From an optimization exercise on the open Yosys and OpenROAD flow, aimed at a short achievable clock period and few clock cycles; shortcuts taken in it are not production practice.
Only simulation tests tie the RTL to the original design; equivalence was not proved.
Power is estimated from default activity; no workload was simulated.

==> run a <==
==> flow/design.v <==
module projectCPU2022(clk,rst,wrEn,data_fromRAM,addr_toRAM,data_toRAM,PC,W);
input clk, rst;
input wire [15:0] data_fromRAM;
output reg [15:0] data_toRAM;
output reg wrEn;
output reg [12:0] addr_toRAM;
output reg [12:0] PC;
output reg [15:0] W;
localparam S_O = 2'd0, S_F = 2'd1, S_I = 2'd2;
reg [1:0]  state;
reg [2:0]  op_r;
reg [12:0] sh4;      
reg        sh4v;     
wire [15:0] din = data_fromRAM;
wire [2:0]  op_in = din[15:13];
wire        ind = (din[12:0] == 13'd0);
wire [12:0] ea_o = din[12:0] | ({13{ind}} & sh4);
wire        taken = (op_r == 3'd5) && (din == 16'd0);
wire [12:0] pc1 = PC + 13'd1;
wire [12:0] npc = taken ? W[12:0] : pc1;
reg [15:0] alu;
always @* begin
	alu = W;
	case (op_r)
		3'd0: alu = W + din;
		3'd1: alu = ~(W | din);
		3'd2: alu = (din < 16) ? (W >> din[3:0]) : (W << din[3:0]);
		3'd3: alu = (din < 16) ? ((W >> din[3:0]) | (W << (5'd16 - {1'b0, din[3:0]})))
		                       : ((W << din[3:0]) | (W >> (5'd16 - {1'b0, din[3:0]})));
		3'd4: alu = (W < din) ? 16'hFFFF : ((W == din) ? 16'h0000 : 16'h0001);
		3'd6: alu = din;
		default: alu = W;
	endcase
end
always @* begin
	data_toRAM = W;
	wrEn = 1'b0;
	addr_toRAM = 13'd0;
	if (!rst) begin
		case (state)
			S_O: begin
				if (ind && !sh4v) addr_toRAM = 13'd4;
				else begin
					addr_toRAM = ea_o;
					wrEn = (op_in == 3'd7);
				end
			end
			S_I: begin
				addr_toRAM = din[12:0];
				wrEn = (op_r == 3'd7);
			end
			default: addr_toRAM = npc;
		endcase
	end
end
always @(posedge clk) begin
	if (rst) begin
		state <= S_O;
		PC <= 13'd0;
		W <= 16'd0;
		op_r <= 3'd0;
		sh4v <= 1'b0;
	end else begin
		case (state)
			S_O: begin
				op_r <= op_in;
				if (ind && !sh4v) state <= S_I;
				else begin
					state <= S_F;
					if (op_in == 3'd7 && ea_o == 13'd4) begin
						sh4 <= W[12:0];
						sh4v <= 1'b1;
					end
				end
			end
			S_I: begin
				state <= S_F;
				sh4v <= 1'b1;
				if (op_r == 3'd7 && din[12:0] == 13'd4) sh4 <= W[12:0];
				else sh4 <= din[12:0];
			end
			default: begin
				state <= S_O;
				W <= alu;
				PC <= npc;
			end
		endcase
	end
end
endmodule
==> flow/run.sh <==
#!/bin/bash
# synth_recipe.tcl (not shown) runs the flow's synth.tcl, then flattens the netlist and writes it again
# the make line also repeats each setting of config.mk as NAME=value (left out here)
make -C /OpenROAD-flow-scripts/flow DESIGN_CONFIG=/design/flow/config.mk WORK_HOME=/design/flow/orfs CLKGATE_MAP_FILE= SYNTH_SCRIPT=/design/flow/synth_recipe.tcl finish
==> flow/config.mk <==
export PLATFORM = sky130hd
export DESIGN_NAME = projectCPU2022
export DESIGN_NICKNAME = projectCPU2022
export VERILOG_FILES = /design/flow/design.v
export SDC_FILE = /design/flow/constraint.sdc
export NUM_CORES = 4
export LEC_CHECK = 0
export ABC_CLOCK_PERIOD_IN_PS = 2500
export CAP_MARGIN = 20
export CORE_MARGIN = 2
export CORE_UTILIZATION = 40
export SETUP_SLACK_MARGIN = 3.0
export SLEW_MARGIN = 20
export TNS_END_PERCENT = 100
==> flow/constraint.sdc <==
create_clock -name core_clock -period 6.0 [get_ports {clk}]
set_input_delay 1.2000 -clock core_clock [delete_from_list [all_inputs] [get_ports {clk}]]
set_output_delay 1.2000 -clock core_clock [all_outputs]
set_load 0.01 [all_outputs]
==> run b: changes against run a <==
==> flow/design.v (replaced) <==
module projectCPU2022(clk,rst,wrEn,data_fromRAM,addr_toRAM,data_toRAM,PC,W);
input clk, rst;
input wire [15:0] data_fromRAM;
output reg [15:0] data_toRAM;
output reg wrEn;
output reg [12:0] addr_toRAM;
output reg [12:0] PC;
output reg [15:0] W;
localparam S_O = 3'd0, S_F = 3'd1, S_I = 3'd2, S_I4 = 3'd3, S_R = 3'd4;
reg [2:0]  state;
reg [2:0]  op_r;
reg [12:0] pc1;      
reg [12:0] sh4;      
reg        sh4v;
wire [15:0] din = data_fromRAM;
wire [2:0]  op_in = din[15:13];
wire        ind = din[12:0] == 13'd0;
function automatic [16:0] ksadd(input [15:0] a, input [15:0] b, input ci);
	reg [15:0] g, p, gn, pn;
	integer i, d;
	begin
		g = a & b;
		p = a ^ b;
		g[0] = g[0] | (p[0] & ci);
		for (d = 1; d < 16; d = d * 2) begin
			gn = g; pn = p;
			for (i = d; i < 16; i = i + 1) begin
				gn[i] = g[i] | (p[i] & g[i - d]);
				pn[i] = p[i] & p[i - d];
			end
			g = gn; p = pn;
		end
		ksadd = {g[15], (a ^ b) ^ {g[14:0], ci}};
	end
endfunction
wire [16:0] addv = ksadd(W, din, 1'b0);
wire [16:0] subv = ksadd(W, ~din, 1'b1);
wire lt16 = din[15:4] == 12'd0;
reg [15:0] alu;
always @* begin
	alu = W;
	case (op_r)
		3'd0: alu = addv[15:0];
		3'd1: alu = ~(W | din);
		3'd2: alu = lt16 ? (W >> din[3:0]) : (W << din[3:0]);
		3'd3: alu = lt16 ? ((W >> din[3:0]) | (W << (5'd16 - {1'b0, din[3:0]})))
		                 : ((W << din[3:0]) | (W >> (5'd16 - {1'b0, din[3:0]})));
		3'd4: alu = !subv[16] ? 16'hFFFF : (W == din ? 16'h0000 : 16'h0001);
		3'd6: alu = din;
		default: alu = W;
	endcase
end
always @* begin
	data_toRAM = W;
	wrEn = 1'b0;
	case (state)
		S_O: begin
			addr_toRAM = din[12:0];
			wrEn = op_in == 3'd7 && !ind;
		end
		S_I: begin
			addr_toRAM = sh4v ? sh4 : 13'd4;
			wrEn = sh4v && op_r == 3'd7;
		end
		S_I4: begin
			addr_toRAM = din[12:0];
			wrEn = op_r == 3'd7;
		end
		S_R: addr_toRAM = PC;
		default: addr_toRAM = pc1;
	endcase
	if (rst) begin
		addr_toRAM = 13'd0;
		wrEn = 1'b0;
	end
end
always @(posedge clk) begin
	if (rst) begin
		state <= S_O;
		PC <= 13'd0;
		pc1 <= 13'd1;
		W <= 16'd0;
		op_r <= 3'd0;
		sh4v <= 1'b0;
	end else begin
		case (state)
			S_O: begin
				op_r <= op_in;
				if (ind) state <= S_I;
				else begin
					state <= S_F;
					if (op_in == 3'd7 && din[12:0] == 13'd4) begin
						sh4 <= W[12:0];
						sh4v <= 1'b1;
					end
				end
			end
			S_I: begin
				if (sh4v) begin
					state <= S_F;
					if (op_r == 3'd7 && sh4 == 13'd4) sh4 <= W[12:0];
				end else state <= S_I4;
			end
			S_I4: begin
				state <= S_F;
				sh4v <= 1'b1;
				if (op_r == 3'd7 && din[12:0] == 13'd4) sh4 <= W[12:0];
				else sh4 <= din[12:0];
			end
			S_R: begin
				state <= S_O;
			end
			default: begin
				W <= alu;
				if (op_r == 3'd5 && din == 16'd0 && op_r != 3'd7) begin
					PC <= W[12:0];
					pc1 <= W[12:0] + 13'd1;
					state <= S_R;
				end else begin
					PC <= pc1;
					pc1 <= pc1 + 13'd1;
					state <= S_O;
				end
			end
		endcase
	end
end
endmodule
==> run c: changes against run a <==
==> flow/design.v (replaced) <==
module projectCPU2022(clk,rst,wrEn,data_fromRAM,addr_toRAM,data_toRAM,PC,W);
input clk, rst;
input wire [15:0] data_fromRAM;
output reg [15:0] data_toRAM;
output reg wrEn;
output reg [12:0] addr_toRAM;
output reg [12:0] PC;  
output reg [15:0] W;  
reg[12:0] PCnext;
reg[2:0] opcode, opcodeNext;
reg[2:0] state, stateNext;
reg[15:0] Wnext;
always @(posedge clk) begin
	state	<= stateNext;
	PC	<= PCnext;
	opcode <= opcodeNext;
	W <= Wnext;
end
always @*begin
	stateNext = state;
	PCnext = PC;
	opcodeNext = opcode;
	addr_toRAM = 0;
	wrEn = 0;
	data_toRAM = 0;
	Wnext = W;
	if(rst) begin
		stateNext = 0;
		PCnext = 0;
		opcodeNext = 0;
		addr_toRAM = 0;
		wrEn = 0;
		data_toRAM = 0;
		Wnext = 0;
	end
	else
		case(state)
			0: begin  
				PCnext = PC;
				opcodeNext = opcode;
				addr_toRAM = PC;
				wrEn = 0;
				data_toRAM = 0;
				stateNext =1;
				Wnext = W;
			end
			1: begin  
				PCnext = PC;
				opcodeNext = data_fromRAM[15:13];
				addr_toRAM =  data_fromRAM[12:0]; 
				wrEn = 0;
				stateNext = 2;
				Wnext = W;
				data_toRAM = 0;
				if(data_fromRAM[12:0] == 0) begin  
					data_toRAM = 0;
					addr_toRAM = 13'b0000000000100;					
					stateNext = 3;
				end 
				else begin
					if(opcodeNext == 3'b111) begin  
						wrEn 		  = 1;
						data_toRAM = W;
						PCnext = PC + 1;
						stateNext = 0; 
					end
				end
			end
			2: begin  
				PCnext = PC+1;
				opcodeNext = opcode;
				addr_toRAM = 0;
				data_toRAM = 0;
				stateNext = 0;
				wrEn = 0;
					if(opcodeNext == 3'b101) begin  
						PCnext = (data_fromRAM == 0) ? W : (PC + 1);
						stateNext = 0;
					end
					if(opcodeNext == 3'b000)  
						Wnext = W + data_fromRAM;
					if(opcodeNext == 3'b001)  
						Wnext = (~(W | data_fromRAM));
					if(opcodeNext == 3'b010) begin  
						if(data_fromRAM < 16) begin
							Wnext = W >> data_fromRAM;
						end
						else begin
							Wnext = W << (data_fromRAM[3:0]);
						end
					end
					if(opcodeNext == 3'b011) begin  
						if(data_fromRAM < 16) begin
							Wnext = ((W >> data_fromRAM) | (W << (16- data_fromRAM)));
						end
						else begin
							Wnext = ((W << data_fromRAM[3:0]) | (W >> (16 - data_fromRAM[3:0])));
						end
					end
					if(opcodeNext == 3'b100) begin  
						if(W < data_fromRAM) begin
							Wnext = 16'hFFFF;
						end
						else if(W == data_fromRAM) begin
							Wnext = 16'b0000;
						end
						else begin
							Wnext = 16'b0001;
						end
					end
					if(opcodeNext == 3'b110)   
						Wnext = data_fromRAM;
			end
			3: begin  
				PCnext = PC;
				opcodeNext = opcode;
				addr_toRAM = data_fromRAM;
				data_toRAM = 0;
				wrEn = 0;
				Wnext = W;
				stateNext = 2;
				if(opcodeNext == 3'b111) begin  
						wrEn 		  = 1;
						data_toRAM = W;
						PCnext = PC + 1;
						stateNext = 0; 
				end
			end
			default: begin
				stateNext = 0;
				PCnext = 0;
				opcodeNext = 0;
				addr_toRAM = 0;
				wrEn = 0;
				data_toRAM = 0;
				Wnext = 0;
			end
		endcase
end
endmodule
Settings changed: ABC_CLOCK_PERIOD_IN_PS 2500 to unset, SETUP_SLACK_MARGIN 3.0 to unset, TNS_END_PERCENT 100 to unset.
==> results.py <==
metrics = {
    "route": {
        "drt_wl_total_um": 36100,
        "wl_met1_um": 14200,
    },
    "outcome": {
        "status": "complete, no violations",
    },
    "power": {
        "pg_comb_w": 0.000959,
    },
    "floorplan": {
        "initial_core_util_pct": 40.7,
        "die_y_um": 142,
    },
    "layout": {
        "final_common_cell": "nor2_1",
    },
    "worst_setup_path": {
        "r2r_cells": 7,
    },
}
the above is filed under run a

==> results.py <==
metrics = {
    "outcome": {
        "status": "complete, no violations",
    },
    "layout": {
        "final_common_cell": "nand2_1",
    },
    "floorplan": {
        "die_y_um": 135,
    },
    "worst_setup_path": {
        "r2r_cells": 9,
    },
    "route": {
        "drt_wl_total_um": 31100,
        "wl_met1_um": 13200,
    },
}
the above is filed under run c

==> results.py <==
metrics = {
    "outcome": {
        "status": "complete, no violations",
    },
    "worst_setup_path": {
        "path_buf_inv": 2,
    },
    "layout": {
        "final_common_cell": "nand2_1",
    },
    "job": {
        "drv_cap": 0,
    },
    "route": {
        "drt_wl_total_um": 38900,
        "wl_met1_um": 14600,
    },
    "floorplan": {
        "die_y_um": 148,
        "initial_core_util_pct": 40.7,
    },
    "power": {
        "pg_comb_w": 0.000962,
    },
}
the above is filed under run b

Testbench counts of run a, summed over its fixed seeds: cycles 589,874.
Testbench counts of run b, summed over its fixed seeds: cycles 636,139.
Testbench counts of run c, summed over its fixed seeds: cycles 847,558.

afterwards: timing with drivers on the ports:
In the flow no input, the clock included, has a driving cell. The finished layouts below were timed again as built, in two steps.
Step 1: set_driving_cell puts a clkbuf_16 on clk and a buf_2 on each other input, an assumption about the parent block.
Step 2 moves the port delays by t, midway between the first and last clock arrival at a register: inputs arrive t later, outputs are due t later. That takes back most of the time a late clock gives input paths.
Slacks: ideal ports / drivers / drivers and shift; pairs: ideal ports / drivers.
run | t (ns) | slack for setup (ns) | hold WS [ns] | slew at the worst register clock pin (ns) | worst data-port slew with drivers (ns)
run a | 0.351 | 1.458 / 1.420 / 1.420 | 0.505 / 0.505 / 0.505 | 0.07 / 0.07 | 0.07
run b | 0.392 | 2.408 / 2.363 / 2.152 | 0.519 / 0.519 / 0.519 | 0.07 / 0.07 | 0.23
run c | 0.324 | 0.741 / 0.718 / 0.718 | 0.586 / 0.586 / 0.586 | 0.06 / 0.06 | 0.03
After both steps setup and hold are still met in every run listed. For run b, which loses most, drivers alone change the setup slack by -0.045 ns; drivers and shift together by -0.256 ns.
